Background: an optimization exercise with open tools, aiming at small area. Do not read the settings as production practice.
Function was checked by simulation only, so behaviour that the tests miss may differ from the original.
Power figures rest on the tool's default switching activity, not on a simulated workload.

==> flow/config.mk <==
export PLATFORM = sky130hd
export DESIGN_NAME = Arr4x4
export DESIGN_NICKNAME = Arr4x4
export VERILOG_FILES = /design/flow/design.v
export SDC_FILE = /design/flow/constraint.sdc
export NUM_CORES = 4
export LEC_CHECK = 0
export ABC_AREA = 1
export CAP_MARGIN = 5
export CORE_MARGIN = 2
export CORE_UTILIZATION = 70
export CTS_BUF_LIST = sky130_fd_sc_hd__clkbuf_16
export CTS_CLUSTER_DIAMETER = 100
export CTS_CLUSTER_SIZE = 25
export PLACE_DENSITY = 0.8
export SLEW_MARGIN = 5
==> flow/standard.sh <==
#!/bin/bash
# synth_recipe.tcl (not shown) runs the flow's synth.tcl, then flattens the netlist and writes it again
# the make line also repeats each setting of config.mk as NAME=value (left out here)
make -C /OpenROAD-flow-scripts/flow DESIGN_CONFIG=/design/flow/config.mk WORK_HOME=/design/flow/orfs CLKGATE_MAP_FILE= SYNTH_SCRIPT=/design/flow/synth_recipe.tcl "${@:-finish}"
==> flow/design.v <==
module REG8_hold(clk,rst_n,in,out,s);
parameter N=8;
input clk,s,rst_n;
input [N-1:0] in;
output [N-1:0] out;
reg [N-1:0] out;
always @ (posedge clk or negedge rst_n)
begin
    if (!rst_n) out <= {N{1'b0}};
    else if (!s) out <= in;
end
endmodule
module REG24_hold(clk,rst_n,in,out);
parameter N=24;
input clk,rst_n;
input [N-1:0] in;
output [N-1:0] out;
reg [N-1:0] out;
always @ (posedge clk or negedge rst_n)
begin
    if (!rst_n) out <= {N{1'b0}};
    else out <= in;
end
endmodule
module FA(a, b, c, s, co);
input a, b, c;
output s, co;
assign s = a ^ b ^ c;
assign co = (a & b) | (a & c) | (b & c);
endmodule
module HA(a, b, s, co);
input a, b;
output s, co;
assign s = a ^ b;
assign co = a & b;
endmodule
module PE_c2(Err_mac, Err_mult, w, a, w1, a1, mac1, mult1, c_out, k_out);
input Err_mac, Err_mult;
input [7:0] w, a;
output [16:0] c_out;
output [0:0] k_out;
wire [7:0] x = {a[7] & ~Err_mult, a[6:0]};
wire [7:0] y = {w[7:2] & {6{~(Err_mac | Err_mult)}}, w[1] & ~Err_mac, ~Err_mac & (Err_mult ? ~w[1] : w[0])};
input [7:0] w1, a1;
input mac1, mult1;
wire [7:0] x1 = {a1[7] & ~mult1, a1[6:0]};
wire [7:0] y1 = {w1[7:2] & {6{~(mac1 | mult1)}}, w1[1] & ~mac1, ~mac1 & (mult1 ? ~w1[1] : w1[0])};
wire n1, n2, n3, n4, n5, n6, n7, n8, n9, n10, n11, n12, n13, n14, n15, n16, n17, n18, n19, n20, n21, n22, n23, n24, n25, n26, n27, n28, n29, n30, n31, n32, n33, n34, n35, n36, n37, n38, n39, n40, n41, n42, n43, n44, n45, n46, n47, n48, n49, n50, n51, n52, n53, n54, n55, n56, n57, n58, n59, n60, n61, n62, n63, n64, n65, n66, n67, n68, n69, n70, n71, n72, n73, n74, n75, n76, n77, n78, n79, n80, n81, n82, n83, n84, n85, n86, n87, n88, n89, n90, n91, n92, n93, n94, n95, n96, n97, n98, n99, n100, n101, n102, n103, n104, n105, n106, n107, n108, n109, n110, n111, n112, n113, n114, n115, n116, n117, n118, n119, n120, n121, n122, n123, n124, n125, n126, n127, n128, n129, n130, n131, n132, n133, n134, n135, n136, n137, n138, n139, n140, n141, n142, n143, n144, n145, n146, n147, n148, n149, n150, n151, n152, n153, n154, n155, n156, n157, n158, n159, n160, n161, n162, n163, n164, n165, n166, n167, n168, n169, n170, n171, n172, n173, n174, n175, n176, n177, n178, n179, n180, n181, n182, n183, n184, n185, n186, n187, n188, n189, n190, n191, n192, n193, n194, n195, n196, n197, n198, n199, n200, n201, n202, n203, n204, n205, n206, n207, n208, n209, n210, n211, n212, n213, n214, n215, n216, n217, n218, n219, n220, n221, n222, n223, n224, n225, n226, n227, n228, n229, n230, n231, n232, n233, n234, n235, n236, n237, n238, n239, n240, n241, n242, n243, n244, n245, n246, n247, n248, n249, n250, n251, n252, n253, n254, n255, n256, n257, n258, n259, n260, n261, n262, n263, n264, n265, n266, n267, n268, n269, n270, n271, n272, n273, n274, n275, n276, n277, n278, n279, n280, n281, n282, n283, n284, n285, n286, n287, n288, n289, n290, n291, n292, n293, n294, n295, n296, n297, n298, n299, n300, n301, n302, n303, n304, n305, n306, n307, n308, n309, n310, n311, n312, n313, n314, n315, n316, n317, n318, n319, n320, n321, n322, n323, n324, n325, n326, n327, n328, n329, n330, n331, n332, n333, n334, n335, n336, n337, n338, n339, n340, n341, n342, n343, n344, n345, n346, n347, n348, n349, n350, n351, n352, n353, n354, n355, n356, n357, n358, n359, n360, n361, n362, n363, n364, n365, n366, n367, n368, n369;
assign n1 = x[0] & y[0];
assign n2 = x[0] & y[1];
assign n3 = x[0] & y[2];
assign n4 = x[0] & y[3];
assign n5 = x[0] & y[4];
assign n6 = x[0] & y[5];
assign n7 = x[0] & y[6];
assign n8 = ~(x[0] & y[7]);
assign n9 = x[1] & y[0];
assign n10 = x[1] & y[1];
assign n11 = x[1] & y[2];
assign n12 = x[1] & y[3];
assign n13 = x[1] & y[4];
assign n14 = x[1] & y[5];
assign n15 = x[1] & y[6];
assign n16 = ~(x[1] & y[7]);
assign n17 = x[2] & y[0];
assign n18 = x[2] & y[1];
assign n19 = x[2] & y[2];
assign n20 = x[2] & y[3];
assign n21 = x[2] & y[4];
assign n22 = x[2] & y[5];
assign n23 = x[2] & y[6];
assign n24 = ~(x[2] & y[7]);
assign n25 = x[3] & y[0];
assign n26 = x[3] & y[1];
assign n27 = x[3] & y[2];
assign n28 = x[3] & y[3];
assign n29 = x[3] & y[4];
assign n30 = x[3] & y[5];
assign n31 = x[3] & y[6];
assign n32 = ~(x[3] & y[7]);
assign n33 = x[4] & y[0];
assign n34 = x[4] & y[1];
assign n35 = x[4] & y[2];
assign n36 = x[4] & y[3];
assign n37 = x[4] & y[4];
assign n38 = x[4] & y[5];
assign n39 = x[4] & y[6];
assign n40 = ~(x[4] & y[7]);
assign n41 = x[5] & y[0];
assign n42 = x[5] & y[1];
assign n43 = x[5] & y[2];
assign n44 = x[5] & y[3];
assign n45 = x[5] & y[4];
assign n46 = x[5] & y[5];
assign n47 = x[5] & y[6];
assign n48 = ~(x[5] & y[7]);
assign n49 = x[6] & y[0];
assign n50 = x[6] & y[1];
assign n51 = x[6] & y[2];
assign n52 = x[6] & y[3];
assign n53 = x[6] & y[4];
assign n54 = x[6] & y[5];
assign n55 = x[6] & y[6];
assign n56 = ~(x[6] & y[7]);
assign n57 = ~(x[7] & y[0]);
assign n58 = ~(x[7] & y[1]);
assign n59 = ~(x[7] & y[2]);
assign n60 = ~(x[7] & y[3]);
assign n61 = ~(x[7] & y[4]);
assign n62 = ~(x[7] & y[5]);
assign n63 = ~(x[7] & y[6]);
assign n64 = x[7] & y[7];
assign n65 = x1[0] & y1[0];
assign n66 = x1[0] & y1[1];
assign n67 = x1[0] & y1[2];
assign n68 = x1[0] & y1[3];
assign n69 = x1[0] & y1[4];
assign n70 = x1[0] & y1[5];
assign n71 = x1[0] & y1[6];
assign n72 = ~(x1[0] & y1[7]);
assign n73 = x1[1] & y1[0];
assign n74 = x1[1] & y1[1];
assign n75 = x1[1] & y1[2];
assign n76 = x1[1] & y1[3];
assign n77 = x1[1] & y1[4];
assign n78 = x1[1] & y1[5];
assign n79 = x1[1] & y1[6];
assign n80 = ~(x1[1] & y1[7]);
assign n81 = x1[2] & y1[0];
assign n82 = x1[2] & y1[1];
assign n83 = x1[2] & y1[2];
assign n84 = x1[2] & y1[3];
assign n85 = x1[2] & y1[4];
assign n86 = x1[2] & y1[5];
assign n87 = x1[2] & y1[6];
assign n88 = ~(x1[2] & y1[7]);
assign n89 = x1[3] & y1[0];
assign n90 = x1[3] & y1[1];
assign n91 = x1[3] & y1[2];
assign n92 = x1[3] & y1[3];
assign n93 = x1[3] & y1[4];
assign n94 = x1[3] & y1[5];
assign n95 = x1[3] & y1[6];
assign n96 = ~(x1[3] & y1[7]);
assign n97 = x1[4] & y1[0];
assign n98 = x1[4] & y1[1];
assign n99 = x1[4] & y1[2];
assign n100 = x1[4] & y1[3];
assign n101 = x1[4] & y1[4];
assign n102 = x1[4] & y1[5];
assign n103 = x1[4] & y1[6];
assign n104 = ~(x1[4] & y1[7]);
assign n105 = x1[5] & y1[0];
assign n106 = x1[5] & y1[1];
assign n107 = x1[5] & y1[2];
assign n108 = x1[5] & y1[3];
assign n109 = x1[5] & y1[4];
assign n110 = x1[5] & y1[5];
assign n111 = x1[5] & y1[6];
assign n112 = ~(x1[5] & y1[7]);
assign n113 = x1[6] & y1[0];
assign n114 = x1[6] & y1[1];
assign n115 = x1[6] & y1[2];
assign n116 = x1[6] & y1[3];
assign n117 = x1[6] & y1[4];
assign n118 = x1[6] & y1[5];
assign n119 = x1[6] & y1[6];
assign n120 = ~(x1[6] & y1[7]);
assign n121 = ~(x1[7] & y1[0]);
assign n122 = ~(x1[7] & y1[1]);
assign n123 = ~(x1[7] & y1[2]);
assign n124 = ~(x1[7] & y1[3]);
assign n125 = ~(x1[7] & y1[4]);
assign n126 = ~(x1[7] & y1[5]);
assign n127 = ~(x1[7] & y1[6]);
assign n128 = x1[7] & y1[7];
FA u_n129 (n2, n9, n66, n129, n130);
FA u_n131 (n3, n10, n17, n131, n132);
FA u_n133 (n67, n74, n81, n133, n134);
FA u_n135 (n4, n11, n18, n135, n136);
FA u_n137 (n25, n68, n75, n137, n138);
FA u_n139 (n5, n12, n19, n139, n140);
FA u_n141 (n26, n33, n69, n141, n142);
FA u_n143 (n76, n83, n90, n143, n144);
FA u_n145 (n6, n13, n20, n145, n146);
FA u_n147 (n27, n34, n41, n147, n148);
FA u_n149 (n70, n77, n84, n149, n150);
FA u_n151 (n91, n98, n105, n151, n152);
FA u_n153 (n7, n14, n21, n153, n154);
FA u_n155 (n28, n35, n42, n155, n156);
FA u_n157 (n49, n71, n78, n157, n158);
FA u_n159 (n85, n92, n99, n159, n160);
FA u_n161 (n8, n15, n22, n161, n162);
FA u_n163 (n29, n36, n43, n163, n164);
FA u_n165 (n50, n57, n72, n165, n166);
FA u_n167 (n79, n86, n93, n167, n168);
FA u_n169 (n100, n107, n114, n169, n170);
FA u_n171 (n16, n23, n30, n171, n172);
FA u_n173 (n37, n44, n51, n173, n174);
FA u_n175 (n58, n80, n87, n175, n176);
FA u_n177 (n94, n101, n108, n177, n178);
FA u_n179 (n24, n31, n38, n179, n180);
FA u_n181 (n45, n52, n59, n181, n182);
FA u_n183 (n88, n95, n102, n183, n184);
FA u_n185 (n109, n116, n123, n185, n186);
FA u_n187 (n32, n39, n46, n187, n188);
FA u_n189 (n53, n60, n96, n189, n190);
FA u_n191 (n103, n110, n117, n191, n192);
FA u_n193 (n40, n47, n54, n193, n194);
FA u_n195 (n61, n104, n111, n195, n196);
FA u_n197 (n48, n55, n62, n197, n198);
FA u_n199 (n112, n119, n126, n199, n200);
FA u_n201 (n56, n63, n120, n201, n202);
FA u_n203 (n130, n131, n133, n203, n204);
FA u_n205 (n132, n134, n135, n205, n206);
FA u_n207 (n137, n82, n89, n207, n208);
FA u_n209 (n136, n138, n139, n209, n210);
FA u_n211 (n141, n143, n97, n211, n212);
FA u_n213 (n140, n142, n144, n213, n214);
FA u_n215 (n145, n147, n149, n215, n216);
FA u_n217 (n146, n148, n150, n217, n218);
FA u_n219 (n152, n153, n155, n219, n220);
FA u_n221 (n157, n159, n106, n221, n222);
FA u_n223 (n154, n156, n158, n223, n224);
FA u_n225 (n160, n161, n163, n225, n226);
FA u_n227 (n165, n167, n169, n227, n228);
FA u_n229 (n162, n164, n166, n229, n230);
FA u_n231 (n168, n170, n171, n231, n232);
FA u_n233 (n173, n175, n177, n233, n234);
FA u_n235 (n172, n174, n176, n235, n236);
FA u_n237 (n178, n179, n181, n237, n238);
FA u_n239 (n183, n185, 1'b1, n239, n240);
FA u_n241 (n180, n182, n184, n241, n242);
FA u_n243 (n186, n187, n189, n243, n244);
FA u_n245 (n188, n190, n192, n245, n246);
FA u_n247 (n193, n195, n118, n247, n248);
FA u_n249 (n194, n196, n197, n249, n250);
FA u_n251 (n198, n200, n201, n251, n252);
FA u_n253 (n202, n64, n128, n253, n254);
FA u_n255 (n204, n205, n207, n255, n256);
FA u_n257 (n206, n208, n209, n257, n258);
FA u_n259 (n210, n212, n213, n259, n260);
FA u_n261 (n214, n216, n217, n261, n262);
FA u_n263 (n219, n221, n113, n263, n264);
FA u_n265 (n218, n220, n222, n265, n266);
FA u_n267 (n223, n225, n227, n267, n268);
FA u_n269 (n224, n226, n228, n269, n270);
FA u_n271 (n229, n231, n233, n271, n272);
FA u_n273 (n230, n232, n234, n273, n274);
FA u_n275 (n235, n237, n239, n275, n276);
FA u_n277 (n236, n238, n240, n277, n278);
FA u_n279 (n241, n243, n191, n279, n280);
FA u_n281 (n242, n244, n245, n281, n282);
FA u_n283 (n246, n248, n249, n283, n284);
FA u_n285 (n250, n251, n127, n285, n286);
FA u_n287 (n256, n257, n211, n287, n288);
FA u_n289 (n258, n259, n215, n289, n290);
FA u_n291 (n260, n261, n263, n291, n292);
FA u_n293 (n262, n264, n265, n293, n294);
FA u_n295 (n266, n268, n269, n295, n296);
FA u_n297 (n271, n115, n122, n297, n298);
FA u_n299 (n270, n272, n273, n299, n300);
FA u_n301 (n274, n276, n277, n301, n302);
FA u_n303 (n278, n280, n281, n303, n304);
FA u_n305 (n282, n283, n199, n305, n306);
FA u_n307 (n286, n252, n253, n307, n308);
FA u_n309 (n288, n289, n151, n309, n310);
FA u_n311 (n292, n293, n267, n311, n312);
FA u_n313 (n294, n295, n297, n313, n314);
FA u_n315 (n296, n298, n299, n315, n316);
FA u_n317 (n300, n301, n279, n317, n318);
FA u_n319 (n302, n303, n247, n319, n320);
FA u_n321 (n306, n284, n285, n321, n322);
FA u_n323 (n310, n290, n291, n323, n324);
FA u_n325 (n314, n315, n275, n325, n326);
FA u_n327 (n316, n317, n124, n327, n328);
FA u_n329 (n318, n319, n125, n329, n330);
FA u_n331 (n320, n304, n305, n331, n332);
FA u_n333 (n324, n311, n121, n333, n334);
FA u_n335 (n334, n312, n313, n335, n336);
HA u_n337 (n1, n65, n337, n338);
FA u_n339 (n129, n73, n338, n339, n340);
HA u_n341 (n203, n340, n341, n342);
HA u_n343 (n255, n342, n343, n344);
HA u_n345 (n287, n344, n345, n346);
HA u_n347 (n309, n346, n347, n348);
HA u_n349 (n323, n348, n349, n350);
HA u_n351 (n333, n350, n351, n352);
HA u_n353 (n335, n352, n353, n354);
FA u_n355 (n336, n325, n354, n355, n356);
FA u_n357 (n326, n327, n356, n357, n358);
HA u_n359 (n328, n329, n359, n360);
FA u_n361 (n330, n331, n360, n361, n362);
FA u_n363 (n332, n321, n362, n363, n364);
FA u_n365 (n322, n307, n364, n365, n366);
FA u_n367 (n308, n254, n366, n367, n368);
assign n369 = 1'b1 ^ n368;
assign c_out = {n369, n367, n365, n363, n361, n359, n357, n355, n353, n351, n349, n347, n345, n343, n341, n339, n337};
assign k_out = {n358};
endmodule
module PE_c3(Err_mac, Err_mult, w, a, c_in, k_in, c_out, k_out);
input Err_mac, Err_mult;
input [7:0] w, a;
input [16:0] c_in;
input [0:0] k_in;
output [16:0] c_out;
output [0:0] k_out;
wire [7:0] x = {a[7] & ~Err_mult, a[6:0]};
wire [7:0] y = {w[7:2] & {6{~(Err_mac | Err_mult)}}, w[1] & ~Err_mac, ~Err_mac & (Err_mult ? ~w[1] : w[0])};
wire n1, n2, n3, n4, n5, n6, n7, n8, n9, n10, n11, n12, n13, n14, n15, n16, n17, n18, n19, n20, n21, n22, n23, n24, n25, n26, n27, n28, n29, n30, n31, n32, n33, n34, n35, n36, n37, n38, n39, n40, n41, n42, n43, n44, n45, n46, n47, n48, n49, n50, n51, n52, n53, n54, n55, n56, n57, n58, n59, n60, n61, n62, n63, n64, n65, n66, n67, n68, n69, n70, n71, n72, n73, n74, n75, n76, n77, n78, n79, n80, n81, n82, n83, n84, n85, n86, n87, n88, n89, n90, n91, n92, n93, n94, n95, n96, n97, n98, n99, n100, n101, n102, n103, n104, n105, n106, n107, n108, n109, n110, n111, n112, n113, n114, n115, n116, n117, n118, n119, n120, n121, n122, n123, n124, n125, n126, n127, n128, n129, n130, n131, n132, n133, n134, n135, n136, n137, n138, n139, n140, n141, n142, n143, n144, n145, n146, n147, n148, n149, n150, n151, n152, n153, n154, n155, n156, n157, n158, n159, n160, n161, n162, n163, n164, n165, n166, n167, n168, n169, n170, n171, n172, n173, n174, n175, n176, n177, n178, n179, n180, n181, n182, n183, n184, n185, n186, n187, n188, n189, n190, n191, n192, n193, n194, n195, n196, n197, n198, n199, n200, n201, n202, n203, n204, n205, n206, n207, n208, n209, n210, n211, n212;
assign n1 = x[0] & y[0];
assign n2 = x[0] & y[1];
assign n3 = x[0] & y[2];
assign n4 = x[0] & y[3];
assign n5 = x[0] & y[4];
assign n6 = x[0] & y[5];
assign n7 = x[0] & y[6];
assign n8 = ~(x[0] & y[7]);
assign n9 = x[1] & y[0];
assign n10 = x[1] & y[1];
assign n11 = x[1] & y[2];
assign n12 = x[1] & y[3];
assign n13 = x[1] & y[4];
assign n14 = x[1] & y[5];
assign n15 = x[1] & y[6];
assign n16 = ~(x[1] & y[7]);
assign n17 = x[2] & y[0];
assign n18 = x[2] & y[1];
assign n19 = x[2] & y[2];
assign n20 = x[2] & y[3];
assign n21 = x[2] & y[4];
assign n22 = x[2] & y[5];
assign n23 = x[2] & y[6];
assign n24 = ~(x[2] & y[7]);
assign n25 = x[3] & y[0];
assign n26 = x[3] & y[1];
assign n27 = x[3] & y[2];
assign n28 = x[3] & y[3];
assign n29 = x[3] & y[4];
assign n30 = x[3] & y[5];
assign n31 = x[3] & y[6];
assign n32 = ~(x[3] & y[7]);
assign n33 = x[4] & y[0];
assign n34 = x[4] & y[1];
assign n35 = x[4] & y[2];
assign n36 = x[4] & y[3];
assign n37 = x[4] & y[4];
assign n38 = x[4] & y[5];
assign n39 = x[4] & y[6];
assign n40 = ~(x[4] & y[7]);
assign n41 = x[5] & y[0];
assign n42 = x[5] & y[1];
assign n43 = x[5] & y[2];
assign n44 = x[5] & y[3];
assign n45 = x[5] & y[4];
assign n46 = x[5] & y[5];
assign n47 = x[5] & y[6];
assign n48 = ~(x[5] & y[7]);
assign n49 = x[6] & y[0];
assign n50 = x[6] & y[1];
assign n51 = x[6] & y[2];
assign n52 = x[6] & y[3];
assign n53 = x[6] & y[4];
assign n54 = x[6] & y[5];
assign n55 = x[6] & y[6];
assign n56 = ~(x[6] & y[7]);
assign n57 = ~(x[7] & y[0]);
assign n58 = ~(x[7] & y[1]);
assign n59 = ~(x[7] & y[2]);
assign n60 = ~(x[7] & y[3]);
assign n61 = ~(x[7] & y[4]);
assign n62 = ~(x[7] & y[5]);
assign n63 = ~(x[7] & y[6]);
assign n64 = x[7] & y[7];
assign n65 = ~c_in[16];
FA u_n66 (n2, n9, c_in[1], n66, n67);
FA u_n68 (n3, n10, n17, n68, n69);
FA u_n70 (n4, n11, n18, n70, n71);
FA u_n72 (n5, n12, n19, n72, n73);
FA u_n74 (n26, n33, c_in[4], n74, n75);
FA u_n76 (n6, n13, n20, n76, n77);
FA u_n78 (n27, n34, n41, n78, n79);
FA u_n80 (n7, n14, n21, n80, n81);
FA u_n82 (n28, n35, n42, n82, n83);
FA u_n84 (n8, n15, n22, n84, n85);
FA u_n86 (n29, n36, n43, n86, n87);
FA u_n88 (n50, n57, c_in[7], n88, n89);
FA u_n90 (n16, n23, n30, n90, n91);
FA u_n92 (n37, n44, n51, n92, n93);
FA u_n94 (n58, c_in[8], 1'b1, n94, n95);
FA u_n96 (n24, n31, n38, n96, n97);
FA u_n98 (n45, n52, n59, n98, n99);
FA u_n100 (n32, n39, n46, n100, n101);
FA u_n102 (n53, n60, c_in[10], n102, n103);
FA u_n104 (n40, n47, n54, n104, n105);
FA u_n106 (n61, c_in[11], k_in[0], n106, n107);
FA u_n108 (n48, n55, n62, n108, n109);
FA u_n110 (n56, n63, c_in[13], n110, n111);
FA u_n112 (n67, n68, c_in[2], n112, n113);
FA u_n114 (n69, n70, n25, n114, n115);
FA u_n116 (n71, n72, n74, n116, n117);
FA u_n118 (n73, n75, n76, n118, n119);
FA u_n120 (n77, n79, n80, n120, n121);
FA u_n122 (n82, n49, c_in[6], n122, n123);
FA u_n124 (n81, n83, n84, n124, n125);
FA u_n126 (n85, n87, n89, n126, n127);
FA u_n128 (n90, n92, n94, n128, n129);
FA u_n130 (n91, n93, n95, n130, n131);
FA u_n132 (n96, n98, c_in[9], n132, n133);
FA u_n134 (n97, n99, n100, n134, n135);
FA u_n136 (n101, n103, n104, n136, n137);
FA u_n138 (n105, n107, n108, n138, n139);
FA u_n140 (n111, n64, c_in[14], n140, n141);
FA u_n142 (n113, n114, c_in[3], n142, n143);
FA u_n144 (n117, n118, n78, n144, n145);
FA u_n146 (n119, n120, n122, n146, n147);
FA u_n148 (n121, n123, n124, n148, n149);
FA u_n150 (n125, n126, n128, n150, n151);
FA u_n152 (n127, n129, n130, n152, n153);
FA u_n154 (n131, n133, n134, n154, n155);
FA u_n156 (n135, n136, n106, n156, n157);
FA u_n158 (n137, n138, c_in[12], n158, n159);
FA u_n160 (n139, n109, n110, n160, n161);
FA u_n162 (n141, c_in[15], 1'b1, n162, n163);
FA u_n164 (n143, n115, n116, n164, n165);
FA u_n166 (n147, n148, n86, n166, n167);
FA u_n168 (n151, n152, n132, n168, n169);
FA u_n170 (n153, n154, n102, n170, n171);
FA u_n172 (n165, n144, c_in[5], n172, n173);
FA u_n174 (n167, n149, n150, n174, n175);
FA u_n176 (n171, n155, n156, n176, n177);
FA u_n178 (n173, n145, n146, n178, n179);
FA u_n180 (n177, n157, n158, n180, n181);
FA u_n182 (n179, n166, n88, n182, n183);
FA u_n184 (n181, n159, n160, n184, n185);
FA u_n186 (n185, n161, n140, n186, n187);
HA u_n188 (n1, c_in[0], n188, n189);
HA u_n190 (n66, n189, n190, n191);
HA u_n192 (n112, n191, n192, n193);
HA u_n194 (n142, n193, n194, n195);
HA u_n196 (n164, n195, n196, n197);
HA u_n198 (n172, n197, n198, n199);
HA u_n200 (n178, n199, n200, n201);
HA u_n202 (n182, n201, n202, n203);
FA u_n204 (n183, n174, n203, n204, n205);
FA u_n206 (n175, n168, n205, n206, n207);
FA u_n208 (n169, n170, n207, n208, n209);
HA u_n210 (n187, n162, n210, n211);
assign n212 = n163 ^ n65 ^ n211;
assign c_out = {n212, n210, n186, n184, n180, n176, n208, n206, n204, n202, n200, n198, n196, n194, n192, n190, n188};
assign k_out = {n209};
endmodule
module PE_c4(Err_mac, Err_mult, w, a, c_in, k_in, c_out, k_out);
input Err_mac, Err_mult;
input [7:0] w, a;
input [16:0] c_in;
input [0:0] k_in;
output [17:0] c_out;
output [0:0] k_out;
wire [7:0] x = {a[7] & ~Err_mult, a[6:0]};
wire [7:0] y = {w[7:2] & {6{~(Err_mac | Err_mult)}}, w[1] & ~Err_mac, ~Err_mac & (Err_mult ? ~w[1] : w[0])};
wire n1, n2, n3, n4, n5, n6, n7, n8, n9, n10, n11, n12, n13, n14, n15, n16, n17, n18, n19, n20, n21, n22, n23, n24, n25, n26, n27, n28, n29, n30, n31, n32, n33, n34, n35, n36, n37, n38, n39, n40, n41, n42, n43, n44, n45, n46, n47, n48, n49, n50, n51, n52, n53, n54, n55, n56, n57, n58, n59, n60, n61, n62, n63, n64, n65, n66, n67, n68, n69, n70, n71, n72, n73, n74, n75, n76, n77, n78, n79, n80, n81, n82, n83, n84, n85, n86, n87, n88, n89, n90, n91, n92, n93, n94, n95, n96, n97, n98, n99, n100, n101, n102, n103, n104, n105, n106, n107, n108, n109, n110, n111, n112, n113, n114, n115, n116, n117, n118, n119, n120, n121, n122, n123, n124, n125, n126, n127, n128, n129, n130, n131, n132, n133, n134, n135, n136, n137, n138, n139, n140, n141, n142, n143, n144, n145, n146, n147, n148, n149, n150, n151, n152, n153, n154, n155, n156, n157, n158, n159, n160, n161, n162, n163, n164, n165, n166, n167, n168, n169, n170, n171, n172, n173, n174, n175, n176, n177, n178, n179, n180, n181, n182, n183, n184, n185, n186, n187, n188, n189, n190, n191, n192, n193, n194, n195, n196, n197, n198, n199, n200, n201, n202, n203, n204, n205, n206, n207, n208, n209, n210, n211, n212, n213, n214;
assign n1 = x[0] & y[0];
assign n2 = x[0] & y[1];
assign n3 = x[0] & y[2];
assign n4 = x[0] & y[3];
assign n5 = x[0] & y[4];
assign n6 = x[0] & y[5];
assign n7 = x[0] & y[6];
assign n8 = ~(x[0] & y[7]);
assign n9 = x[1] & y[0];
assign n10 = x[1] & y[1];
assign n11 = x[1] & y[2];
assign n12 = x[1] & y[3];
assign n13 = x[1] & y[4];
assign n14 = x[1] & y[5];
assign n15 = x[1] & y[6];
assign n16 = ~(x[1] & y[7]);
assign n17 = x[2] & y[0];
assign n18 = x[2] & y[1];
assign n19 = x[2] & y[2];
assign n20 = x[2] & y[3];
assign n21 = x[2] & y[4];
assign n22 = x[2] & y[5];
assign n23 = x[2] & y[6];
assign n24 = ~(x[2] & y[7]);
assign n25 = x[3] & y[0];
assign n26 = x[3] & y[1];
assign n27 = x[3] & y[2];
assign n28 = x[3] & y[3];
assign n29 = x[3] & y[4];
assign n30 = x[3] & y[5];
assign n31 = x[3] & y[6];
assign n32 = ~(x[3] & y[7]);
assign n33 = x[4] & y[0];
assign n34 = x[4] & y[1];
assign n35 = x[4] & y[2];
assign n36 = x[4] & y[3];
assign n37 = x[4] & y[4];
assign n38 = x[4] & y[5];
assign n39 = x[4] & y[6];
assign n40 = ~(x[4] & y[7]);
assign n41 = x[5] & y[0];
assign n42 = x[5] & y[1];
assign n43 = x[5] & y[2];
assign n44 = x[5] & y[3];
assign n45 = x[5] & y[4];
assign n46 = x[5] & y[5];
assign n47 = x[5] & y[6];
assign n48 = ~(x[5] & y[7]);
assign n49 = x[6] & y[0];
assign n50 = x[6] & y[1];
assign n51 = x[6] & y[2];
assign n52 = x[6] & y[3];
assign n53 = x[6] & y[4];
assign n54 = x[6] & y[5];
assign n55 = x[6] & y[6];
assign n56 = ~(x[6] & y[7]);
assign n57 = ~(x[7] & y[0]);
assign n58 = ~(x[7] & y[1]);
assign n59 = ~(x[7] & y[2]);
assign n60 = ~(x[7] & y[3]);
assign n61 = ~(x[7] & y[4]);
assign n62 = ~(x[7] & y[5]);
assign n63 = ~(x[7] & y[6]);
assign n64 = x[7] & y[7];
assign n65 = ~c_in[16];
FA u_n66 (n2, n9, c_in[1], n66, n67);
FA u_n68 (n3, n10, n17, n68, n69);
FA u_n70 (n4, n11, n18, n70, n71);
FA u_n72 (n5, n12, n19, n72, n73);
FA u_n74 (n26, n33, c_in[4], n74, n75);
FA u_n76 (n6, n13, n20, n76, n77);
FA u_n78 (n27, n34, n41, n78, n79);
FA u_n80 (n7, n14, n21, n80, n81);
FA u_n82 (n28, n35, n42, n82, n83);
FA u_n84 (n8, n15, n22, n84, n85);
FA u_n86 (n29, n36, n43, n86, n87);
FA u_n88 (n50, n57, c_in[7], n88, n89);
FA u_n90 (n16, n23, n30, n90, n91);
FA u_n92 (n37, n44, n51, n92, n93);
FA u_n94 (n58, c_in[8], 1'b1, n94, n95);
FA u_n96 (n24, n31, n38, n96, n97);
FA u_n98 (n45, n52, n59, n98, n99);
FA u_n100 (n32, n39, n46, n100, n101);
FA u_n102 (n53, n60, c_in[10], n102, n103);
FA u_n104 (n40, n47, n54, n104, n105);
FA u_n106 (n61, c_in[11], k_in[0], n106, n107);
FA u_n108 (n48, n55, n62, n108, n109);
FA u_n110 (n56, n63, c_in[13], n110, n111);
FA u_n112 (n67, n68, c_in[2], n112, n113);
FA u_n114 (n69, n70, n25, n114, n115);
FA u_n116 (n71, n72, n74, n116, n117);
FA u_n118 (n73, n75, n76, n118, n119);
FA u_n120 (n77, n79, n80, n120, n121);
FA u_n122 (n82, n49, c_in[6], n122, n123);
FA u_n124 (n81, n83, n84, n124, n125);
FA u_n126 (n85, n87, n89, n126, n127);
FA u_n128 (n90, n92, n94, n128, n129);
FA u_n130 (n91, n93, n95, n130, n131);
FA u_n132 (n96, n98, c_in[9], n132, n133);
FA u_n134 (n97, n99, n100, n134, n135);
FA u_n136 (n101, n103, n104, n136, n137);
FA u_n138 (n105, n107, n108, n138, n139);
FA u_n140 (n111, n64, c_in[14], n140, n141);
FA u_n142 (n113, n114, c_in[3], n142, n143);
FA u_n144 (n117, n118, n78, n144, n145);
FA u_n146 (n119, n120, n122, n146, n147);
FA u_n148 (n121, n123, n124, n148, n149);
FA u_n150 (n125, n126, n128, n150, n151);
FA u_n152 (n127, n129, n130, n152, n153);
FA u_n154 (n131, n133, n134, n154, n155);
FA u_n156 (n135, n136, n106, n156, n157);
FA u_n158 (n137, n138, c_in[12], n158, n159);
FA u_n160 (n139, n109, n110, n160, n161);
FA u_n162 (n141, c_in[15], 1'b1, n162, n163);
FA u_n164 (n143, n115, n116, n164, n165);
FA u_n166 (n147, n148, n86, n166, n167);
FA u_n168 (n151, n152, n132, n168, n169);
FA u_n170 (n153, n154, n102, n170, n171);
FA u_n172 (n165, n144, c_in[5], n172, n173);
FA u_n174 (n167, n149, n150, n174, n175);
FA u_n176 (n171, n155, n156, n176, n177);
FA u_n178 (n173, n145, n146, n178, n179);
FA u_n180 (n177, n157, n158, n180, n181);
FA u_n182 (n179, n166, n88, n182, n183);
FA u_n184 (n181, n159, n160, n184, n185);
FA u_n186 (n185, n161, n140, n186, n187);
HA u_n188 (n1, c_in[0], n188, n189);
HA u_n190 (n66, n189, n190, n191);
HA u_n192 (n112, n191, n192, n193);
HA u_n194 (n142, n193, n194, n195);
HA u_n196 (n164, n195, n196, n197);
HA u_n198 (n172, n197, n198, n199);
HA u_n200 (n178, n199, n200, n201);
HA u_n202 (n182, n201, n202, n203);
FA u_n204 (n183, n174, n203, n204, n205);
FA u_n206 (n175, n168, n205, n206, n207);
FA u_n208 (n169, n170, n207, n208, n209);
HA u_n210 (n187, n162, n210, n211);
FA u_n212 (n163, n65, n211, n212, n213);
assign n214 = 1'b1 ^ n213;
assign c_out = {n214, n212, n210, n186, n184, n180, n176, n208, n206, n204, n202, n200, n198, n196, n194, n192, n190, n188};
assign k_out = {n209};
endmodule
module CSUM_out(s, k, c);
input [17:0] s;
input [0:0] k;
output [23:0] c;
wire n1, n2, n3, n4, n5, n6, n7, n8, n9, n10, n11, n12, n13;
HA u_n1 (s[11], k[0], n1, n2);
HA u_n3 (s[12], n2, n3, n4);
HA u_n5 (s[13], n4, n5, n6);
HA u_n7 (s[14], n6, n7, n8);
HA u_n9 (s[15], n8, n9, n10);
HA u_n11 (s[16], n10, n11, n12);
assign n13 = s[17] ^ n12;
wire [17:0] r = {n13, n11, n9, n7, n5, n3, n1, s[10], s[9], s[8], s[7], s[6], s[5], s[4], s[3], s[2], s[1], s[0]};
assign c = {{6{r[17]}}, r};
endmodule
module PEreg_c1(Err_mac, Err_mult, w_in, a_in, w_out, a_out, mac_d, mult_d, clk, rst_n, hold);
input [7:0] w_in, a_in;
input Err_mac, Err_mult, clk, rst_n, hold;
output [7:0] w_out, a_out;
output mac_d, mult_d;
REG8_hold regW(clk, rst_n, w_in, w_out, hold);
REG8_hold regA(clk, rst_n, a_in, a_out, 1'b0);
REG24_hold #(2) regE(clk, rst_n, {Err_mac, Err_mult}, {mac_d, mult_d});
endmodule
module PEreg_c2(Err_mac, Err_mult, w_in, a_in, a1, mac1, mult1, hold_d, w_out, a_out, c_out, k_out, clk, rst_n, hold);
input [7:0] w_in, a_in;
input Err_mac, Err_mult, clk, rst_n, hold;
output [7:0] w_out, a_out;
output [16:0] c_out;
output [0:0] k_out;
wire [16:0] p_sum;
wire [0:0] p_k;
input [7:0] a1;
input mac1, mult1, hold_d;
wire [7:0] w1 = hold_d ? w_in : w_out;
PE_c2 PE_no_reg(Err_mac, Err_mult, w_out, a_out, w1, a1, mac1, mult1, p_sum, p_k);
REG8_hold regW(clk, rst_n, w_in, w_out, hold);
REG8_hold regA(clk, rst_n, a_in, a_out, 1'b0);
REG24_hold #(17) regC(clk, rst_n, p_sum, c_out);
REG24_hold #(1) regK(clk, rst_n, p_k, k_out);
endmodule
module PEreg_c3(Err_mac, Err_mult, w_in, a_in, c_in, k_in, w_out, a_out, c_out, k_out, clk, rst_n, hold);
input [7:0] w_in, a_in;
input [16:0] c_in;
input [0:0] k_in;
input Err_mac, Err_mult, clk, rst_n, hold;
output [7:0] w_out, a_out;
output [16:0] c_out;
output [0:0] k_out;
wire [16:0] p_sum;
wire [0:0] p_k;
PE_c3 PE_no_reg(Err_mac, Err_mult, w_out, a_out, c_in, k_in, p_sum, p_k);
REG8_hold regW(clk, rst_n, w_in, w_out, hold);
REG8_hold regA(clk, rst_n, a_in, a_out, 1'b0);
REG24_hold #(17) regC(clk, rst_n, p_sum, c_out);
REG24_hold #(1) regK(clk, rst_n, p_k, k_out);
endmodule
module PEreg_c4(Err_mac, Err_mult, w_in, a_in, c_in, k_in, w_out, a_out, c_out, k_out, clk, rst_n, hold);
input [7:0] w_in, a_in;
input [16:0] c_in;
input [0:0] k_in;
input Err_mac, Err_mult, clk, rst_n, hold;
output [7:0] w_out, a_out;
output [17:0] c_out;
output [0:0] k_out;
wire [17:0] p_sum;
wire [0:0] p_k;
PE_c4 PE_no_reg(Err_mac, Err_mult, w_out, a_out, c_in, k_in, p_sum, p_k);
REG8_hold regW(clk, rst_n, w_in, w_out, hold);
REG8_hold regA(clk, rst_n, a_in, a_out, 1'b0);
REG24_hold #(18) regC(clk, rst_n, p_sum, c_out);
REG24_hold #(1) regK(clk, rst_n, p_k, k_out);
endmodule
module Arr4x4(Err_mac, Err_mult,
             w1_in, w2_in, w3_in, w4_in,
             a1_in, a2_in, a3_in, a4_in,
             w1_out, w2_out, w3_out, w4_out,
             a1_out, a2_out, a3_out, a4_out,
             c1_out, c2_out, c3_out, c4_out,
             clk, rst_n, hold);
input [7:0] w1_in, w2_in, w3_in, w4_in;
input [7:0] a1_in, a2_in, a3_in, a4_in;
input clk, rst_n, hold;
input [15:0] Err_mac, Err_mult;
output [7:0] w1_out, w2_out, w3_out, w4_out;
output [7:0] a1_out, a2_out, a3_out, a4_out;
output [23:0] c1_out, c2_out, c3_out, c4_out;
wire [7:0] w11, a11;
wire [15:0] c11;
wire [0:0] k11;
wire [7:0] w12, a12;
wire [16:0] c12;
wire [0:0] k12;
wire [7:0] w13, a13;
wire [16:0] c13;
wire [0:0] k13;
wire [7:0] w14, a14;
wire [17:0] c14;
wire [0:0] k14;
wire [7:0] w21, a21;
wire [15:0] c21;
wire [0:0] k21;
wire [7:0] w22, a22;
wire [16:0] c22;
wire [0:0] k22;
wire [7:0] w23, a23;
wire [16:0] c23;
wire [0:0] k23;
wire [7:0] w24, a24;
wire [17:0] c24;
wire [0:0] k24;
wire [7:0] w31, a31;
wire [15:0] c31;
wire [0:0] k31;
wire [7:0] w32, a32;
wire [16:0] c32;
wire [0:0] k32;
wire [7:0] w33, a33;
wire [16:0] c33;
wire [0:0] k33;
wire [7:0] w34, a34;
wire [17:0] c34;
wire [0:0] k34;
wire [7:0] w41, a41;
wire [15:0] c41;
wire [0:0] k41;
wire [7:0] w42, a42;
wire [16:0] c42;
wire [0:0] k42;
wire [7:0] w43, a43;
wire [16:0] c43;
wire [0:0] k43;
wire [7:0] w44, a44;
wire [17:0] c44;
wire [0:0] k44;
wire hold_d;
wire [7:0] a51;
REG24_hold #(1) regH(clk, rst_n, hold, hold_d);
REG8_hold regA5(clk, rst_n, a41, a51, 1'b0);
wire mac11, mult11;
wire mac21, mult21;
wire mac31, mult31;
wire mac41, mult41;
PEreg_c1 PE11(Err_mac[0], Err_mult[0], w1_in, a1_in, w11, a11, mac11, mult11, clk, rst_n, hold);
PEreg_c1 PE21(Err_mac[1], Err_mult[1], w2_in, a11, w21, a21, mac21, mult21, clk, rst_n, hold);
PEreg_c1 PE31(Err_mac[2], Err_mult[2], w3_in, a21, w31, a31, mac31, mult31, clk, rst_n, hold);
PEreg_c1 PE41(Err_mac[3], Err_mult[3], w4_in, a31, w41, a41, mac41, mult41, clk, rst_n, hold);
PEreg_c2 PE12(Err_mac[4], Err_mult[4], w11, a2_in, a21, mac11, mult11, hold_d, w12, a12, c12, k12, clk, rst_n, hold);
PEreg_c2 PE22(Err_mac[5], Err_mult[5], w21, a12, a31, mac21, mult21, hold_d, w22, a22, c22, k22, clk, rst_n, hold);
PEreg_c2 PE32(Err_mac[6], Err_mult[6], w31, a22, a41, mac31, mult31, hold_d, w32, a32, c32, k32, clk, rst_n, hold);
PEreg_c2 PE42(Err_mac[7], Err_mult[7], w41, a32, a51, mac41, mult41, hold_d, w42, a42, c42, k42, clk, rst_n, hold);
PEreg_c3 PE13(Err_mac[8], Err_mult[8], w12, a3_in, c12, k12, w13, a13, c13, k13, clk, rst_n, hold);
PEreg_c3 PE23(Err_mac[9], Err_mult[9], w22, a13, c22, k22, w23, a23, c23, k23, clk, rst_n, hold);
PEreg_c3 PE33(Err_mac[10], Err_mult[10], w32, a23, c32, k32, w33, a33, c33, k33, clk, rst_n, hold);
PEreg_c3 PE43(Err_mac[11], Err_mult[11], w42, a33, c42, k42, w43, a43, c43, k43, clk, rst_n, hold);
PEreg_c4 PE14(Err_mac[12], Err_mult[12], w13, a4_in, c13, k13, w14, a14, c14, k14, clk, rst_n, hold);
PEreg_c4 PE24(Err_mac[13], Err_mult[13], w23, a14, c23, k23, w24, a24, c24, k24, clk, rst_n, hold);
PEreg_c4 PE34(Err_mac[14], Err_mult[14], w33, a24, c33, k33, w34, a34, c34, k34, clk, rst_n, hold);
PEreg_c4 PE44(Err_mac[15], Err_mult[15], w43, a34, c43, k43, w44, a44, c44, k44, clk, rst_n, hold);
CSUM_out out1(c14, k14, c1_out);
assign w1_out = w14;
assign a1_out = a41;
CSUM_out out2(c24, k24, c2_out);
assign w2_out = w24;
assign a2_out = a42;
CSUM_out out3(c34, k34, c3_out);
assign w3_out = w34;
assign a3_out = a43;
CSUM_out out4(c44, k44, c4_out);
assign w4_out = w44;
assign a4_out = a44;
endmodule
==> flow/flow/run.sh <==
#!/bin/bash
# Standard layout, with one netlist step added after synthesis: invpush4.py
# removes inverters around full-adder cells (a full adder is self-dual, and a
# nand2 of two signals is a nor2 of their complements), which
# leaves the logic and every register unchanged. Ports are buffered with buf_1.
set -euo pipefail
W=$(pwd)
R=$W/orfs/results/$FLOW_PLATFORM/Arr4x4/base
bash standard.sh synth > $W/synth.log 2>&1
python3 $W/flow/invpush4.py $R/1_2_yosys.v $R/1_2_yosys_invpush.v > $W/invpush.log 2>&1
cp $R/1_2_yosys.v $W/1_2_yosys_standard.v
mv $R/1_2_yosys_invpush.v $R/1_2_yosys.v
rm -f $R/1_synth.odb $R/1_synth.sdc
bash standard.sh "BUFFER_PORTS_ARGS=-buffer_cell sky130_fd_sc_hd__buf_1" REMOVE_ABC_BUFFERS=1 finish > $W/layout.log 2>&1
==> flow/constraint.sdc <==
create_clock -name core_clock -period 7.5 [get_ports {clk}]
set_input_delay 1.5000 -clock core_clock [delete_from_list [all_inputs] [get_ports {clk}]]
set_output_delay 1.5000 -clock core_clock [all_outputs]
set_load 0.01 [all_outputs]
==> flow/flow/invpush4.py <==
#!/usr/bin/env python3
"""Remove inverters around full-adder cells in a flat Yosys netlist.

A full adder is self-dual: FA(~a, ~b, ~c) = (~sum, ~cout). Synthesis leaves
inverters on many full-adder inputs and outputs. This pass flips the polarity
of full adders (the inversion moves from inputs to outputs or back) whenever
that lowers the cell area: an inverter that is no longer needed is removed, a
single-load driver gate is swapped for its complement (xor2/xnor2, nand2/and2,
nor2/or2) instead of adding an inverter, and an xor2/xnor2 load takes the
inversion by swapping type, and a single-load nand2/nor2 whose input
complements already exist is swapped for nor2/nand2 of the complements. The
logic function does not change; registers are not touched.

usage: invpush4.py IN.v OUT.v
"""
import random
import re
import sys
from collections import defaultdict

P = "sky130_fd_sc_hd__"
OUT_PINS = {"X", "Y", "Q", "Q_N", "SUM", "COUT", "HI", "LO"}
INV_RE = re.compile(P + r"(inv|clkinv)_\d+$")
FA_RE = re.compile(P + r"fa_\d+$")
AREA = {"inv_1": 3.7536, "xor2_1": 8.7584, "xnor2_1": 8.7584, "nand2_1": 3.7536,
        "and2_1": 6.256, "and2_0": 6.256, "nor2_1": 3.7536, "or2_1": 6.256, "or2_0": 6.256}
# complement cell (same inputs, inverted output) and output pin names
COMP = {"xor2_1": ("xnor2_1", "X", "Y"), "xnor2_1": ("xor2_1", "Y", "X"),
        "nand2_1": ("and2_1", "Y", "X"), "and2_1": ("nand2_1", "X", "Y"),
        "and2_0": ("nand2_1", "X", "Y"),
        "nor2_1": ("or2_1", "Y", "X"), "or2_1": ("nor2_1", "X", "Y"), "or2_0": ("nor2_1", "X", "Y")}
# cells where inverting one input equals taking the complement cell
INPUT_COMP = {"xor2_1", "xnor2_1"}
INV_A = AREA["inv_1"]

src = open(sys.argv[1]).read()
src = re.sub(r"^\s*\(\*.*?\*\)\s*\n", "", src, flags=re.M)
m = re.search(r"^module\s+(\S+)\s*\(", src, re.M)
mod_start = m.start()
end = src.index("endmodule", mod_start)
body = src[mod_start:end]

cell_re = re.compile(r"^  (" + P + r"\w+)\s+(\S+)\s*\((.*?)\);\n", re.M | re.S)
pin_re = re.compile(r"\.(\w+)\(([^()]*)\)")
cells = {}
order = []
spans = []
for cm in cell_re.finditer(body):
    typ, name, pins = cm.group(1), cm.group(2), cm.group(3)
    cells[name] = [typ, {p: n.strip() for p, n in pin_re.findall(pins)}]
    order.append(name)
    spans.append((cm.start(), cm.end()))
rest = body
for s, e in reversed(spans):
    rest = rest[:s] + rest[e:]
fixed = set()
for am in re.finditer(r"assign\s+(.*?);", rest, re.S):
    for tok in re.findall(r"\\\S+(?:\s*\[\d+\])?|[A-Za-z_][\w$]*(?:\s*\[\d+\])?", am.group(1)):
        fixed.add(tok.strip())
for pm in re.finditer(r"^\s*(input|output|inout)\s+(?:\[(\d+):(\d+)\]\s+)?(\S+)\s*;", rest, re.M):
    nm = pm.group(4)
    if pm.group(2) is not None:
        a, b = int(pm.group(2)), int(pm.group(3))
        for i in range(min(a, b), max(a, b) + 1):
            fixed.add(f"{nm} [{i}]")
            fixed.add(f"{nm}[{i}]")
    else:
        fixed.add(nm)

drv = {}
loads = defaultdict(set)
for name, (typ, pd) in cells.items():
    for p, n in pd.items():
        if p in OUT_PINS:
            drv[n] = (name, p)
        else:
            loads[n].add((name, p))

cnt = [0]
new_wires = []


def fresh():
    cnt[0] += 1
    w = f"_ip_{cnt[0]}_"
    new_wires.append(w)
    return w


def short(c):
    return cells[c][0][len(P):]


def is_inv(c):
    return c in cells and INV_RE.match(cells[c][0])


def outnet(c):
    for p, n in cells[c][1].items():
        if p in OUT_PINS:
            return n


def inv_of(net):
    for (c, p) in loads.get(net, ()):
        if is_inv(c) and outnet(c) not in fixed:
            return c
    return None


def connect(c, p, net):
    old = cells[c][1][p]
    loads[old].discard((c, p))
    cells[c][1][p] = net
    loads[net].add((c, p))


def remove(c):
    for p, n in cells[c][1].items():
        if p in OUT_PINS:
            drv.pop(n, None)
        else:
            loads[n].discard((c, p))
    del cells[c]


def add_inv(a, y=None):
    cnt[0] += 1
    name = f"_ip_inv_{cnt[0]}_"
    if y is None:
        y = fresh()
    cells[name] = [P + "inv_1", {"A": a, "Y": y}]
    loads[a].add((name, "A"))
    drv[y] = (name, "Y")
    order.append(name)
    return name, y


def swap_type(c):
    """replace c by its complement cell, keeping its output net name"""
    typ, pd = cells[c]
    new, op, np_ = COMP[short(c)]
    n = pd.pop(op)
    pd[np_] = n
    cells[c][0] = P + new
    drv[n] = (c, np_)


DEMORGAN = {"nand2_1": "nor2_1", "nor2_1": "nand2_1"}


def comp_net(i):
    """a net that carries ~i without new cells, or None"""
    if i in fixed:
        j = inv_of(i)
        return outnet(j) if j else None
    d = drv.get(i)
    if d and is_inv(d[0]):
        return cells[d[0]][1]["A"]
    j = inv_of(i)
    return outnet(j) if j else None


def demorgan_ok(c):
    if short(c) not in DEMORGAN:
        return False
    pd = cells[c][1]
    return comp_net(pd["A"]) is not None and comp_net(pd["B"]) is not None


def demorgan_gain(c):
    """area freed by inverters that lose their last load when c swaps inputs"""
    pd = cells[c][1]
    g = 0.0
    for p in ("A", "B"):
        i = pd[p]
        d = drv.get(i)
        if d and is_inv(d[0]) and len(loads[i]) == 1 and i not in fixed:
            g += INV_A
    return g


def demorgan(c):
    pd = cells[c][1]
    na, nb = comp_net(pd["A"]), comp_net(pd["B"])
    olds = [pd["A"], pd["B"]]
    connect(c, "A", na)
    connect(c, "B", nb)
    cells[c][0] = P + DEMORGAN[short(c)]
    for i in olds:
        d = drv.get(i)
        if d and is_inv(d[0]) and not loads[i] and i not in fixed:
            remove(d[0])


def in_cost(n):
    """area change to make ~n available for one load that now takes n"""
    if n in fixed:
        return INV_A
    d = drv.get(n)
    if d and is_inv(d[0]):
        return -INV_A if len(loads[n]) == 1 else 0.0
    if d and len(loads[n]) == 1 and demorgan_ok(d[0]):
        return -demorgan_gain(d[0])
    if d and short(d[0]) in COMP and len(loads[n]) == 1:
        new = COMP[short(d[0])][0]
        return AREA[new] - AREA[short(d[0])]
    if inv_of(n) is not None:
        return 0.0
    return INV_A


def out_cost(o):
    """area change when the net o (driven by a flipped FA) changes polarity"""
    g = 0.0
    other = o in fixed
    for (c, q) in loads[o]:
        if is_inv(c) and outnet(c) not in fixed:
            g -= INV_A
        elif short(c) in INPUT_COMP:
            g += 0.0
        else:
            other = True
    if other:
        g += INV_A
    return g


def gain(f):
    pd = cells[f][1]
    ins = [pd["A"], pd["B"], pd["CIN"]]
    cost = 0.0
    seen = defaultdict(int)
    for n in ins:
        seen[n] += 1
    for n, k in seen.items():
        d = drv.get(n)
        if d and is_inv(d[0]) and n not in fixed:
            cost += -INV_A if len(loads[n]) == k else 0.0
        elif k == 1:
            cost += in_cost(n)
        else:
            cost += INV_A if inv_of(n) is None else 0.0
    cost += out_cost(pd["SUM"]) + out_cost(pd["COUT"])
    return -cost


def flip(f):
    pd = cells[f][1]
    for p in ("A", "B", "CIN"):
        n = pd[p]
        d = drv.get(n)
        if d and is_inv(d[0]) and n not in fixed:
            i = d[0]
            connect(f, p, cells[i][1]["A"])
            if not loads[n]:
                remove(i)
        elif d and len(loads[n]) == 1 and n not in fixed and demorgan_ok(d[0]):
            demorgan(d[0])
        elif d and short(d[0]) in COMP and len(loads[n]) == 1 and n not in fixed \
                and AREA[COMP[short(d[0])][0]] - AREA[short(d[0])] < INV_A and inv_of(n) is None:
            swap_type(d[0])
        else:
            j = inv_of(n)
            if j is None:
                j, _ = add_inv(n)
            connect(f, p, outnet(j))
    for p in ("SUM", "COUT"):
        o = pd[p]
        no = fresh()
        drv.pop(o, None)
        pd[p] = no
        drv[no] = (f, p)
        keep = o in fixed
        for (c, q) in list(loads[o]):
            if is_inv(c) and outnet(c) not in fixed:
                y = outnet(c)
                for (c2, q2) in list(loads[y]):
                    connect(c2, q2, no)
                remove(c)
            elif short(c) in INPUT_COMP:
                connect(c, q, no)
                swap_type(c)
            else:
                keep = True
        if keep:
            add_inv(no, o)


def area():
    return sum(AREA.get(short(c), 0.0) for c in cells)


def ninv():
    return sum(1 for c in cells if is_inv(c))


before = (ninv(), area())
rng = random.Random(1)
fas = [c for c in cells if FA_RE.match(cells[c][0])]
for it in range(200):
    changed = 0
    for f in fas:
        if f in cells and gain(f) > 1e-6:
            flip(f)
            changed += 1
    if not changed:
        break


def snapshot():
    return ({k: [v[0], dict(v[1])] for k, v in cells.items()}, list(order), list(new_wires))


def restore(s):
    cells.clear()
    cells.update({k: [v[0], dict(v[1])] for k, v in s[0].items()})
    order[:] = s[1]
    new_wires[:] = s[2]
    drv.clear()
    loads.clear()
    for name, (typ, pd) in cells.items():
        for p, n in pd.items():
            if p in OUT_PINS:
                drv[n] = (name, p)
            else:
                loads[n].add((name, p))


def fa_neighbours(f):
    """full adders joined to f by a net, directly or through one inverter"""
    out = set()
    pd = cells[f][1]
    for p in ("A", "B", "CIN"):
        n = pd[p]
        d = drv.get(n)
        if d and is_inv(d[0]):
            d = drv.get(cells[d[0]][1]["A"])
        if d and FA_RE.match(cells[d[0]][0]):
            out.add(d[0])
    for p in ("SUM", "COUT"):
        for (c, q) in loads[pd[p]]:
            if is_inv(c):
                for (c2, q2) in loads[outnet(c)]:
                    if FA_RE.match(cells[c2][0]):
                        out.add(c2)
            elif FA_RE.match(cells[c][0]):
                out.add(c)
    out.discard(f)
    return out


# neighbourhood moves: flip a full adder even at a loss, then flip its
# neighbours greedily; keep the result only if the total area went down
for rnd in range(3):
    improved = 0
    for f in fas:
        if f not in cells:
            continue
        a0 = area()
        s = snapshot()
        flip(f)
        for g in sorted(fa_neighbours(f)):
            if g in cells and gain(g) > 1e-6:
                flip(g)
        for g in fas:
            pass
        if area() < a0 - 1e-6:
            improved += 1
        else:
            restore(s)
    if not improved:
        break
    for f in fas:
        if f in cells and gain(f) > 1e-6:
            flip(f)

for c in list(cells):
    if c in cells and is_inv(c) and not loads[outnet(c)] and outnet(c) not in fixed:
        remove(c)
after = (ninv(), area())
sys.stderr.write(f"invpush4: inverters {before[0]} -> {after[0]}, "
                 f"area of touched cell kinds {before[1]:.1f} -> {after[1]:.1f}\n")

decl = "".join(f"  wire {w};\n" for w in new_wires)
inst = []
for name in order:
    if name not in cells:
        continue
    typ, pd = cells[name]
    pins = ",\n".join(f"    .{p}({n}{' ' if n.startswith(chr(92)) else ''})" for p, n in pd.items())
    inst.append(f"  {typ} {name} (\n{pins}\n  );\n")
hdr_end = rest.index(";") + 1
out_body = rest[:hdr_end] + "\n" + decl + rest[hdr_end:]
out_body = out_body.rstrip() + "\n" + "".join(inst)
open(sys.argv[2], "w").write(src[:mod_start] + out_body + src[end:])
==> results of run 1 <==
==> metal layers <==
| metal | vias to the layer above | routed length (um) |
|---|---|---|
| li1 | 11590 | - |
| met1 | 14380 | 38720 |
| met2 | 1167 | 52570 |
| met3 | 280 | 7000 |
| met4 | 6 | 4348 |
| met5 | - | 44 |
==> worst reg2reg max path, cell delays in order (launching register included) <==
cell     delay [ns]
dfrtp_2        0.72
inv_12         0.21
o21ai_2        0.63
nor2_1         0.13
fa_1           0.53
fa_1           0.44
fa_1           0.55
fa_1           0.45
fa_1           0.43
fa_1           0.46
fa_1           0.47
fa_1           0.48
ha_1           0.22
fa_1           0.37
fa_1           0.44
==> metrics by stage <==
step | utilization, % | setup WS [ns]
after floorplan | - | 0.5352
after global placement | 72.87 | 0.1968
after detailed placement | 72.87 | 0.1187
after CTS | 74.61 | 0.7657
after global routing | 74.61 | 0.5151
final | 74.62 | 0.7436
==> worst max-delay path by stage <==
stage	to	slack, ns	depth (start not counted)
detailed placement	PE12.regC.out[15]	0.12	16
finish	PE42.regC.out[15]	0.74	18
global placement	PE12.regC.out[15]	0.20	15
global route	PE12.regC.out[15]	0.52	15
CTS	PE12.regC.out[15]	0.77	15
floorplan	PE12.regC.out[10]	0.54	14
==> flip-flops by register name, indices dropped and copies added, names as in the netlist, 17 cells and up <==
name	count
PE14.regC.out	18
PE22.regC.out	17
PE33.regC.out	17
PE13.regC.out	17
PE23.regC.out	17
PE24.regC.out	18
PE44.regC.out	18
PE43.regC.out	17
PE34.regC.out	18
PE32.regC.out	17
PE12.regC.out	17
PE42.regC.out	17
==> final cells by class <==
class	count	area, um2
multi-input combinational	2658	27360
clock inverter	17	269.0
sequential	493	12340
fill	4158	15290
antenna	3	7.507
tap	782	978.4
clock buffer	31	775.7
inverter	504	1904
timing repair buffer	298	1326
==> power breakdown <==
group,switching (mW),internal [mW]
Combinational,4.41,3.52
Clock,1.07,0.847
Sequential,0.473,3.58
Total,5.94,7.94
==> results.sh, run 1 <==
export IMPL_clkTransAtPathRegs_ns=0.09
export IMPL_met2_usage_pct=58.35
export IMPL_stdcell_count=4786
export IMPL_drv_cap=0
export IMPL_cts_buffer_depth=3
export IMPL_cts_resized=0
export IMPL_ir_drop_mv=0.4304
export IMPL_vias=27420
export IMPL_layout_common_cells="fa_1 (940), nor2_1 (734), nand2_1 (537), inv_1 (494), dfrtp_1 (492)"
export IMPL_fin_tns_setup_ns=0
export IMPL_start_kind="input port"
export IMPL_cp_required_ns=8.01
export IMPL_grt_max_degree=174
export IMPL_ioPinCount=259
export IMPL_grt_usage_pct=34.96
export IMPL_core_um2=60250
export IMPL_postCtsSetupBuffers=0
export IMPL_path_common_cell="fa_1"
export IMPL_clk_insertion_delay_late_ns=0.63
export IMPL_cp_cell_sequence="buf_1 > nor2_1 > buf_4 > nand2_1 > buf_4 > inv_1 > nand2_1 > fa_1 > fa_1 > fa_1 > fa_1 > fa_1 > fa_1 > ha_1 > fa_1 > fa_1 > fa_1 > fa_1"
export IMPL_fin_crit_ns=6.756
export IMPL_grt_pass1_vias=30490
export IMPL_r2r_end="PE42.regC.out[10]"
export IMPL_period_share_pct=90.09
export IMPL_crit_buf_inv=4
export IMPL_power_mw=13.89
export IMPL_cp_top_family="adder cells"
export IMPL_r2r_slack_ns=0.82
export IMPL_use_met1_pct=47.77
export IMPL_antenna_found_initial=6
export IMPL_gr_max_usage_layer="met2"
export IMPL_hpwlAfterDp_mm=84.46
export IMPL_cts_made_buffers=31
export IMPL_tightest_slew_ns=0.9304
export IMPL_use_met3_pct=5.487
export IMPL_drc=0
export IMPL_io_buffer_count=258
export IMPL_end_kind="flip-flop"
export IMPL_cts_sinks=493
export IMPL_hold_viol=0
export IMPL_hold_path_cell_count=0
export IMPL_rsz0062_at_grt="false"
export IMPL_synth_area_um2=42520
export IMPL_hold_class="reg -> reg"
export IMPL_fmax_ghz=0.1480
export IMPL_ctsRootBufferMaster="clkbuf_16"
export IMPL_powerDensity_nw_per_um2=309.0
export IMPL_setup_worst_path_class="in -> reg"
export IMPL_cts_tree="done"
export IMPL_ys_warnings_count=5
export IMPL_crit_start="Err_mac[7]"
export IMPL_firstDrtPassIters=6
export IMPL_status="finished clean"
export IMPL_layout_commonest_cell="fa_1"
export IMPL_wirelength_mm=102.7
export IMPL_initial_utilization_pct=70.57
export IMPL_crit_fanout=5
export IMPL_drv_slew=0
export IMPL_syn_to_final_growth_pct=5.736
export IMPL_hp_start="PE11.regA.out[4]"
export IMPL_drtIter0Drc=2293
export IMPL_slew_limit_headroom_pct=37.98
export IMPL_rr_worst_depth=14
export IMPL_overflow=0
export IMPL_dpl_cell_area_um2=43900
export IMPL_vias_per_cell=5.729
export IMPL_h_tree_depth=1
export IMPL_p_leak_nw=21.28
export IMPL_num_rows=90
export IMPL_syn_inst=3784
export IMPL_stdcell_area_um2=44960
export IMPL_wire_per_inst_um=21.45
export IMPL_dp_cells=4735
export IMPL_die_w_um=250.5
export IMPL_drive_above_1_share_pct=4.124
export IMPL_worst_path_largest_cell_delay_ns=0.55
export IMPL_crit_arrival_ns=7.26
export IMPL_hold_path_end="PE21.regA.out[4]"
export IMPL_reg2reg_from="regH.out"
export IMPL_fin_nets=5177
export IMPL_skew_ns=0.02495
export IMPL_die_y_um=250.5
export IMPL_finalSetupViolCount=0
export IMPL_crit_slowest_cell="fa_1"
export IMPL_worst_hold_slack_ns=0.3545
export IMPL_synth_avg_cell_area_um2=11.24
export IMPL_gp_congestion=0.9649
export IMPL_dieArea_um2=62730
export IMPL_antenna_left=0
export IMPL_grt_pass1_wl_mm=166.1
export IMPL_cts_hold_buf=0
==> run 2: changes to the inputs <==
--- a/flow/config.mk
+++ b/flow/config.mk
@@ -8,9 +8,8 @@
 export ABC_AREA = 1
-export CAP_MARGIN = 5
+export CAP_MARGIN = 0
 export CORE_MARGIN = 2
-export CORE_UTILIZATION = 70
+export CORE_UTILIZATION = 60
 export CTS_BUF_LIST = sky130_fd_sc_hd__clkbuf_16
 export CTS_CLUSTER_DIAMETER = 100
-export CTS_CLUSTER_SIZE = 25
-export PLACE_DENSITY = 0.8
-export SLEW_MARGIN = 5
+export CTS_CLUSTER_SIZE = 20
+export SLEW_MARGIN = 0
==> run 2 against run 1 <==
Effect of this change: wire length rose by 1.5%; sequential power barely moved; critical path depth fell by 1; power fell by 0.55%; sequential share of layout area barely moved; largest cell class unchanged; largest power group unchanged.
==> results.sh, run 2 <==
export IMPL_status="finished clean"
export IMPL_antenna_left=0
export IMPL_drc=0
export IMPL_rsz0062_at_grt="false"
export IMPL_clkTransAtPathRegs_ns=0.08
export IMPL_h_tree_depth=2
export IMPL_layout_commonest_cell="fa_1"
export IMPL_ys_warnings_count=5
export IMPL_wirelength_mm=104.2
export IMPL_met1_length_mm=39.74
export IMPL_grt_pass1_vias=30670
export IMPL_powerDensity_nw_per_um2=306.7
export IMPL_cts_buffer_depth=3
export IMPL_antenna_found_initial=2
export IMPL_hold_viol=0
export IMPL_n_fill_cell=5777
export IMPL_r2r_slack_ns=0.99
export IMPL_slew_limit_headroom_pct=40.99
export IMPL_ff_latch_area_um2=12340
export IMPL_hold_class="reg -> reg"
export IMPL_dpl_cell_area_um2=43990
export IMPL_setup_worst_path_class="in -> reg"
export IMPL_ir_drop_mv=0.3623
export IMPL_hpwlAfterDp_mm=87.94
export IMPL_vias_per_cell=5.467
export IMPL_r2r_end="PE42.regC.out[10]"
export IMPL_stdcell_area_um2=45040
export IMPL_reg2reg_from="regH.out"
export IMPL_cts_tree="done"
export IMPL_fin_tns_setup_ns=0
export IMPL_die_y_um=270.2
export IMPL_core_um2=70150
export IMPL_ioPinCount=259
export IMPL_period_share_pct=89.66
export IMPL_drive_above_1_share_pct=3.738
export IMPL_finalSetupViolCount=0
export IMPL_cp_required_ns=7.94
export IMPL_wire_per_inst_um=21.16
export IMPL_power_mw=13.81
export IMPL_initial_utilization_pct=60.61
export IMPL_multi_input_area_um2=27360
export IMPL_syn_inst=3784
export IMPL_drv_slew=0
export IMPL_top_layer_used="met5"
export IMPL_route_met2_wl_mm=54.60
export IMPL_io_buffer_count=258
export IMPL_drtIter0Drc=2165
export IMPL_vias=26940
export IMPL_cts_resized=0
export IMPL_grt_max_degree=157
export IMPL_cts_sinks=493
export IMPL_crit_start="Err_mult[4]"
export IMPL_cts_made_buffers=34
export IMPL_postCtsSetupBuffers=0
export IMPL_overflow=0
export IMPL_fin_nets=5165
export IMPL_wl_met3_mm=5.597
export IMPL_fmax_ghz=0.1487
export IMPL_num_rows=97
export IMPL_fin_crit_ns=6.724
export IMPL_grt_usage_pct=30.49
export IMPL_start_kind="input port"
export IMPL_drv_cap=0
export IMPL_crit_fanout=8
export IMPL_layout_common_cells="fa_1 (940), nor2_1 (734), nand2_1 (537), inv_1 (494), dfrtp_1 (492)"
export IMPL_p_leak_nw=21.22
export IMPL_crit_arrival_ns=7.17
export IMPL_ctsRootBufferMaster="clkbuf_16"
export IMPL_tightest_slew_ns=0.8851
export IMPL_die_w_um=270.2
export IMPL_skew_ns=0.02158
export IMPL_end_kind="flip-flop"
export IMPL_rr_worst_depth=14
export IMPL_firstDrtPassIters=6
export IMPL_cts_hold_buf=0
export IMPL_cp_endpoint="PE12.regC.out[15]"
export IMPL_synth_area_um2=42520
export IMPL_gp_congestion=0.9700
export IMPL_dieArea_um2=73010
export IMPL_synth_avg_cell_area_um2=11.24
export IMPL_clk_insertion_delay_late_ns=0.58
export IMPL_syn_to_final_growth_pct=5.927
export IMPL_grt_pass1_wl_mm=169.6
==> run 2: report_power, final <==
part	total, mW	switching (mW)	internal [mW]
Combinational	7.84	4.35	3.49
Sequential	4.05	0.464	3.58
Clock	1.93	0.990	0.937
Total	13.8	5.81	8.01
==> run 2: cell type report <==
cell class	count	area share, %
Clock inverter	13	0.3778
Tap cell	940	2.611
Timing Repair Buffer	283	2.695
Multi-Input combinational cell	2658	60.74
Clock buffer	35	1.945
Inverter	504	4.228
Antenna cell	1	0.005556
Sequential cell	493	27.40
==> run 2: how the worst min path moves through the flow <==
| stage | cells after the start | from | end |
|---|---|---|---|
| CTS | 0 | PE11.regA.out[1] | PE21.regA.out[1] |
| finish | 0 | PE11.regA.out[0] | PE21.regA.out[0] |
| detailed placement | 0 | PE11.regA.out[0] | PE21.regA.out[0] |
| floorplan | 0 | PE11.regA.out[0] | PE21.regA.out[0] |
| global placement | 0 | PE11.regA.out[4] | PE21.regA.out[4] |
| global route | 0 | PE11.regA.out[0] | PE21.regA.out[0] |
==> run 2: metrics by stage <==
| stage | instances | setup slack (ns) | util, % | hold slack (ns) |
|---|---|---|---|---|
| after detailed placement | 4878 | 0.1802 | 62.71 | 0.3347 |
| after global placement | 4878 | 0.2643 | 62.71 | 0.3369 |
| after CTS | 4926 | 0.7953 | 64.20 | 0.3527 |
| after global routing | 4926 | 0.5357 | 64.20 | 0.3612 |
| after floorplan | 3655 | 0.5352 | - | 0.3312 |
| final | 4927 | 0.7755 | 64.20 | 0.3512 |
==> run 2: worst max-delay path, stage by stage <==
cell and delay [ns]:
buf_1 0.11, nor2_1 0.14, buf_4 0.18, nand2_1 0.09
inv_1 0.19, nand2_1 0.11, fa_1 0.49, fa_1 0.59
fa_1 0.45, fa_1 0.50, fa_1 0.57, fa_1 0.43
ha_1 0.20, fa_1 0.37, fa_1 0.39, fa_1 0.39
fa_1 0.45
==> run 2: routing by layer <==
metal / global-route usage (%) / vias to the layer above
met3: 3.894 / 208
met2: 52.50 / 912
met4: 11.12 / 4
li1: - / 11540
met1: 40.21 / 14270
met5: 0 / -

## separate check: timing with driven ports
Ports are ideal in the flow. The routed layouts listed here were re-timed in OpenROAD. Step 1 assumes that a clkbuf_16 drives the clock port and a buf_2 every other input. Step 2, shift: input delay + t, output delay - t, t = (earliest + latest rising clock arrival at the registers) / 2. This alone moves slack from input paths to output paths. Three values: ideal, step 1, step 2; two values: the first two.
run | t, ns | slack for setup (ns) | worst hold slack (ns) | worst setup path at the end
run 1 | 0.685 | 0.744 / 0.767 / 0.082 | 0.354 / 0.354 / 0.354 | input to register
run 2 | 0.633 | 0.776 / 0.807 / 0.174 | 0.351 / 0.351 / 0.351 | input to register
After both steps setup and hold are still met in every run listed. For run 1, which loses most, drivers alone change the setup slack by +0.023 ns; drivers and shift together by -0.662 ns.
